This design comes from an exercise in tuning for small area and few clock cycles on the open sky130 flow, not from production work. RTL that was checked went through simulation tests only; none was proved equivalent to the original. The clock input has no modelled driver; a real chip could not lean on it and would need a root buffer or a full tree. Power is estimated from default activity; no workload was simulated.

==> module data_pipe_nto1, before the edit <==
module data_pipe_nto1 #(
    parameter   DSIZE   = 8,
    parameter   NSIZE   = 8
)(
    input                           clock,
    input                           rst_n,
    input [DSIZE*NSIZE-1:0]         wr_data,
    input                           wr_vld,
    output logic                    wr_ready,
    output logic[DSIZE-1:0]         rd_data,
    output logic                    rd_vld,
    input                           rd_ready
);
localparam CW = 3;    
localparam SW = DSIZE*(NSIZE-1);
logic [CW-1:0]  cnt;
logic [SW-1:0]  st;          
logic [SW-1:0]  st_nxt;
logic           inv;         
logic           empty;
logic           fire;
logic           ld, sh, hd;
logic           empty_st;
is_zero u_empty    (.v(cnt), .z(empty));
is_zero u_empty_st (.v(cnt), .z(empty_st));
assign wr_ready = empty && rd_ready && rst_n;
assign rd_vld   = !empty || (wr_vld && wr_ready);
assign fire     = rd_vld && rd_ready;
generate for (genvar B = 0; B < DSIZE; B++) begin : g_out
    out_bit u_out (.w(wr_data[DSIZE*(NSIZE-1) + B]), .s(st[SW-DSIZE + B]), .inv(inv),
                   .pass(empty), .y(rd_data[B]));
end endgenerate
always @(posedge clock, negedge rst_n)
    if (!rst_n)     cnt <= {CW{1'b0}};
    else            cnt <= {cnt[2] ^ (fire && cnt[1] && cnt[0]),
                            cnt[1] ^ (fire && cnt[0]),
                            cnt[0] ^ fire};
assign ld = empty_st;
assign sh = !empty && rd_ready;
assign hd = !rd_ready;
genvar K;
generate for (K = 0; K < SW; K++) begin : g_st
    if (K < DSIZE) begin : g_last
        oai22  u_nxt (.a(wr_data[K]), .sa(hd), .b(st[K]), .sb(ld), .y(st_nxt[K]));
    end else begin : g_mid
        aoi222 u_nxt (.a(wr_data[K]), .sa(ld), .b(st[K-DSIZE]), .sb(sh),
                      .c(st[K]), .sc(hd), .y(st_nxt[K]));
    end
end endgenerate
always @(posedge clock) begin
    st  <= st_nxt;
    inv <= empty || !inv;
end
endmodule
==> module is_zero, before the edit <==
module is_zero (
    input   [2:0]   v,
    output          z
);
assign z = (v == 3'd0);
endmodule
clock: 5.0 ns
lec_check: 0
cap_margin: 0
core_margin: 2
core_utilization: 40
place_density: 0.6
slew_margin: 0
synth_hierarchical: 1
standard.sh (not shown) runs the stock make flow with config.mk's settings and CLKGATE_MAP_FILE= SYNTH_SCRIPT=/design/flow/synth_recipe.tcl, a recipe that flattens the netlist after the stock synthesis.
==> flow/flow/run.sh <==
#!/bin/bash
export BUFFER_PORTS_ARGS="-buffer_cell sky130_fd_sc_hd__buf_1"
export PRE_CTS_TCL="$PWD/flow/cts_pre.tcl"
export CLK_ROOT_MASTER=sky130_fd_sc_hd__clkbuf_2
export CLK_LEAF_MASTER=sky130_fd_sc_hd__clkbuf_4
export CLK_GROUPS=6
bash standard.sh > standard.log 2>&1
Other scripts of this flow, unchanged in this note and not shown: flow/flow/cts_pre.tcl
The baseline produced a clean layout.
Next try:
--- a/flow/design.v
+++ b/flow/design.v
@@ -284,7 +284,5 @@
 logic           fire;
 logic           ld, sh, hd;
-logic           empty_st;
-is_zero u_empty    (.v(cnt), .z(empty));
-is_zero u_empty_st (.v(cnt), .z(empty_st));
+assign empty    = (cnt == {CW{1'b0}});
 assign wr_ready = empty && rd_ready && rst_n;
 assign rd_vld   = !empty || (wr_vld && wr_ready);
@@ -299,5 +297,5 @@
                             cnt[1] ^ (fire && cnt[0]),
                             cnt[0] ^ fire};
-assign ld = empty_st;
+assign ld = empty;
 assign sh = !empty && rd_ready;
 assign hd = !rd_ready;
@@ -334,8 +332,2 @@
 assign y = !((a || sa) && (b || sb));
 endmodule
-module is_zero (
-    input   [2:0]   v,
-    output          z
-);
-assign z = (v == 3'd0);
-endmodule
Outcome:
- area after synthesis goes down slightly
- core utilization is about the same
- wire length barely changes
- combinational power falls slightly
- setup slack is better by 250 ps
- maximum frequency goes up by a little under a tenth
- total power drops slightly
- critical path depth does not change
- global-route usage falls by 0.38 points
- flip-flop and latch count is unchanged
- first-iteration DRC count climbs by about a fifth
- hold slack gets better by 3.2 ps
Testbench counts after the change, summed over its fixed seeds: cycles 25,600.
No functional check of the RTL was part of the first run of this note. No run of this note takes its clock network from TritonCTS; it comes from the design's own scripts or RTL.


north:
data_pipe_nto1, a different RTL version from the one above (not shown whole).
For scale: about 120 cells after synthesis, about 78 I/O pins, roughly 2200 um2 of cells after synthesis.
==> module data_pipe_nto1, before the edit <==
module data_pipe_nto1 #(
    parameter   DSIZE   = 8,
    parameter   NSIZE   = 8
)(
    input                           clock,
    input                           rst_n,
    input [DSIZE*NSIZE-1:0]         wr_data,
    input                           wr_vld,
    output logic                    wr_ready,
    output logic[DSIZE-1:0]         rd_data,
    output logic                    rd_vld,
    input                           rd_ready
);
localparam CW = 3;    
logic [CW-1:0]              cnt;
logic [DSIZE*(NSIZE-1)-1:0] st;
logic                       empty;
logic                       fire;
logic [NSIZE-1:0]           oh;
logic [DSIZE*NSIZE-1:0]     bytes;
assign empty    = oh[0];
assign wr_ready = empty && rd_ready && rst_n;
assign rd_vld   = !empty || (wr_vld && wr_ready);
assign fire     = rd_vld && rd_ready;
genvar K;
generate for (K = 0; K < NSIZE; K++) begin : g_oh
    assign oh[K] = (K & 4 ? cnt[2] : !cnt[2]) && (K & 2 ? cnt[1] : !cnt[1]) && (K & 1 ? cnt[0] : !cnt[0]);
    if (K == 0) begin : g_pass
        assign bytes[DSIZE*K +: DSIZE] = wr_data[DSIZE*NSIZE-1 -: DSIZE];
    end else begin : g_st
        assign bytes[DSIZE*K +: DSIZE] = st[DSIZE*(NSIZE-K)-1 -: DSIZE];
    end
end endgenerate
byte_sel #(.DSIZE(DSIZE), .NSIZE(NSIZE)) u_sel (
    .oh     (oh),
    .din    (bytes),
    .dout   (rd_data)
);
always @(posedge clock, negedge rst_n)
    if (!rst_n)     cnt <= {CW{1'b0}};
    else            cnt <= {cnt[2] ^ (fire && cnt[1] && cnt[0]),
                            cnt[1] ^ (fire && cnt[0]),
                            cnt[0] ^ fire};
always @(posedge clock)
    if (empty) st <= wr_data[DSIZE*(NSIZE-1)-1:0];
endmodule
==> module byte_sel, before the edit <==
module byte_sel #(
    parameter   DSIZE   = 8,
    parameter   NSIZE   = 8
)(
    input  [NSIZE-1:0]          oh,
    input  [DSIZE*NSIZE-1:0]    din,
    output logic [DSIZE-1:0]    dout
);
genvar B;
generate for (B = 0; B < DSIZE; B++) begin : g_bit
    wire [NSIZE-1:0] d;
    wire n0, n1, n2;
    for (genvar K = 0; K < NSIZE; K++) begin : g_k
        assign d[K] = din[DSIZE*K + B];
    end
    aoi222 u0 (.a(d[0]), .sa(oh[0]), .b(d[1]), .sb(oh[1]), .c(d[2]), .sc(oh[2]), .y(n0));
    aoi222 u1 (.a(d[3]), .sa(oh[3]), .b(d[4]), .sb(oh[4]), .c(d[5]), .sc(oh[5]), .y(n1));
    assign n2 = !((d[6] && oh[6]) || (d[7] && oh[7]));
    assign dout[B] = !(n0 && n1 && n2);
end endgenerate
endmodule
==> module aoi222, before the edit <==
module aoi222 (
    input   a, sa, b, sb, c, sc,
    output  y
);
assign y = !((a && sa) || (b && sb) || (c && sc));
endmodule
==> flow/config.mk <==
export PLATFORM = sky130hd
export DESIGN_NAME = data_pipe_nto1
export DESIGN_NICKNAME = data_pipe_nto1
export VERILOG_FILES = /design/flow/design.v
export SDC_FILE = /design/flow/constraint.sdc
export NUM_CORES = 4
export LEC_CHECK = 0
export CAP_MARGIN = 20
export CORE_MARGIN = 2
export CORE_UTILIZATION = 40
export PLACE_DENSITY = 0.6
export SLEW_MARGIN = 20
export SYNTH_HIERARCHICAL = 1
==> flow/constraint.sdc <==
create_clock -name core_clock -period 5.0 [get_ports {clock}]
set_input_delay 1.0000 -clock core_clock [delete_from_list [all_inputs] [get_ports {clock}]]
set_output_delay 1.0000 -clock core_clock [all_outputs]
set_load 0.01 [all_outputs]
==> flow/flow/run.sh <==
#!/bin/bash
export BUFFER_PORTS_ARGS="-buffer_cell sky130_fd_sc_hd__buf_1"
export CTS_ARGS="-sink_clustering_enable -repair_clock_nets -dont_use_dummy_load -sink_clustering_size 32 -sink_clustering_max_diameter 200 -sink_clustering_levels 1 -buf_list sky130_fd_sc_hd__clkbuf_4 -root_buf sky130_fd_sc_hd__clkbuf_4"
bash standard.sh > standard.log 2>&1
north | stages: all done | timing, DRC, antenna: all pass
Edits applied to the flow inputs when going from north to south:
-- flow/design.v --
<<< north, line 279
logic [DSIZE*(NSIZE-1)-1:0] st;
logic                       empty;
logic                       fire;
logic [NSIZE-1:0]           oh;
logic [DSIZE*NSIZE-1:0]     bytes;
assign empty    = oh[0];
assign wr_ready = empty && rd_ready && rst_n;
assign rd_vld   = !empty || (wr_vld && wr_ready);
assign fire     = rd_vld && rd_ready;
genvar K;
generate for (K = 0; K < NSIZE; K++) begin : g_oh
    assign oh[K] = (K & 4 ? cnt[2] : !cnt[2]) && (K & 2 ? cnt[1] : !cnt[1]) && (K & 1 ? cnt[0] : !cnt[0]);
    if (K == 0) begin : g_pass
        assign bytes[DSIZE*K +: DSIZE] = wr_data[DSIZE*NSIZE-1 -: DSIZE];
    end else begin : g_st
        assign bytes[DSIZE*K +: DSIZE] = st[DSIZE*(NSIZE-K)-1 -: DSIZE];
    end
end endgenerate
byte_sel #(.DSIZE(DSIZE), .NSIZE(NSIZE)) u_sel (
    .oh     (oh),
    .din    (bytes),
    .dout   (rd_data)
);
always @(posedge clock, negedge rst_n)
    if (!rst_n)     cnt <= {CW{1'b0}};
    else            cnt <= {cnt[2] ^ (fire && cnt[1] && cnt[0]),
                            cnt[1] ^ (fire && cnt[0]),
                            cnt[0] ^ fire};
always @(posedge clock)
    if (empty) st <= wr_data[DSIZE*(NSIZE-1)-1:0];
>>> south, line 279
logic [DSIZE*(NSIZE-1)-1:0] st;
logic                       empty;
logic [NSIZE-1:0]           oh;
assign empty    = (cnt == {CW{1'b0}});
assign wr_ready = empty && rd_ready && rst_n;
assign rd_vld   = !empty || (wr_vld && wr_ready);
genvar K;
generate for (K = 0; K < NSIZE; K++) begin : g_oh
    assign oh[K] = (cnt == K);
end endgenerate
byte_sel #(.DSIZE(DSIZE), .NSIZE(NSIZE)) u_sel (
    .oh     (oh),
    .din    ({st, wr_data[DSIZE*NSIZE-1 -: DSIZE]}),
    .dout   (rd_data)
);
logic [CW-1:0] cnt_nxt;
assign cnt_nxt[0] = empty ? (wr_vld && rd_ready) : (cnt[0] ^ rd_ready);
assign cnt_nxt[1] = empty ? (wr_vld && rd_ready) : (cnt[1] ^ (rd_ready && !cnt[0]));
assign cnt_nxt[2] = empty ? (wr_vld && rd_ready) : (cnt[2] ^ (rd_ready && !cnt[0] && !cnt[1]));
always @(posedge clock, negedge rst_n)
    if (!rst_n) cnt <= {CW{1'b0}};
    else        cnt <= cnt_nxt;
always @(posedge clock)
    if (empty) st <= wr_data[DSIZE*(NSIZE-1)-1:0];
<<< north, line 316
    output logic [DSIZE-1:0]    dout
);
genvar B;
generate for (B = 0; B < DSIZE; B++) begin : g_bit
    wire [NSIZE-1:0] d;
    wire n0, n1, n2;
    for (genvar K = 0; K < NSIZE; K++) begin : g_k
        assign d[K] = din[DSIZE*K + B];
    end
    aoi222 u0 (.a(d[0]), .sa(oh[0]), .b(d[1]), .sb(oh[1]), .c(d[2]), .sc(oh[2]), .y(n0));
    aoi222 u1 (.a(d[3]), .sa(oh[3]), .b(d[4]), .sb(oh[4]), .c(d[5]), .sc(oh[5]), .y(n1));
    assign n2 = !((d[6] && oh[6]) || (d[7] && oh[7]));
    assign dout[B] = !(n0 && n1 && n2);
end endgenerate
endmodule
module aoi222 (
    input   a, sa, b, sb, c, sc,
    output  y
);
assign y = !((a && sa) || (b && sb) || (c && sc));
endmodule
>>> south, line 310
    output logic [DSIZE-1:0]    dout
);
always_comb begin
    dout = {DSIZE{1'b0}};
    for (int k = 0; k < NSIZE; k++)
        dout = dout | (din[DSIZE*k +: DSIZE] & {DSIZE{oh[k]}});
end
endmodule
--- outcome ---
north → south: multi-input gate share of total cell area shows an increase of 0.78 points; worst hold slack shows a reduction of 41 ps.
Cmp south vs north: routed length on met2 lower in south
Relative to north, number of standard cells in the layout, taps in and fillers out has increased by 10 in south.
The cell with the biggest individual delay on the critical path comes out sky130_fd_sc_hd__nor3_1 in one run and sky130_fd_sc_hd__nor3b_1 in the other, namely in south and north respectively.
Multi-input combinational cell count was higher in the run labelled south.
south ends up with a last weighted congestion value of the routability-driven placer that is 0.046 higher than in north.
Of the two candidates, north has the better synthesized area and south the worse one.
NOTE: global-route usage in south falls short of that of north
Of south and north, it is south that has the lower total power.
south vs north — sequential logic power dropped by a few percent
Status: combinational power parity (north, south)
[compare] base=north new=south: worst-case clock skew saw a decrease, adder-cell area share of the yosys netlist picked up an extra 1.1 points.
No functional check of the RTL was part of any run of this note.

## separate check: timing with driven ports
The flow's constraints put no driver on any port. The routed layouts listed below were extracted and timed again, unchanged, in two steps.
Step 1 sets driving cells, clkbuf_16 on the clock port and buf_2 on the other inputs (assumed; they add their load-dependent delay and slew).
Step 2 moves the port delays by t, midway between the first and last clock arrival at a register: inputs arrive t later, outputs are due t later. That takes back most of the time a late clock gives input paths.
Three values: ideal ports, drivers, drivers and shift; two values: the first two.
run	shift t [ns]	slack for setup (ns)	worst slew at a driven data input, ns
the first run of note 1	0.414	1.672 / 1.648 / 2.062	0.04
the second run of note 1	0.415	1.923 / 1.899 / 2.140	0.04
north	0.394	1.557 / 1.533 / 1.928	0.04
south	0.411	1.570 / 1.546 / 1.958	0.04
After both steps every run listed still meets setup and hold.
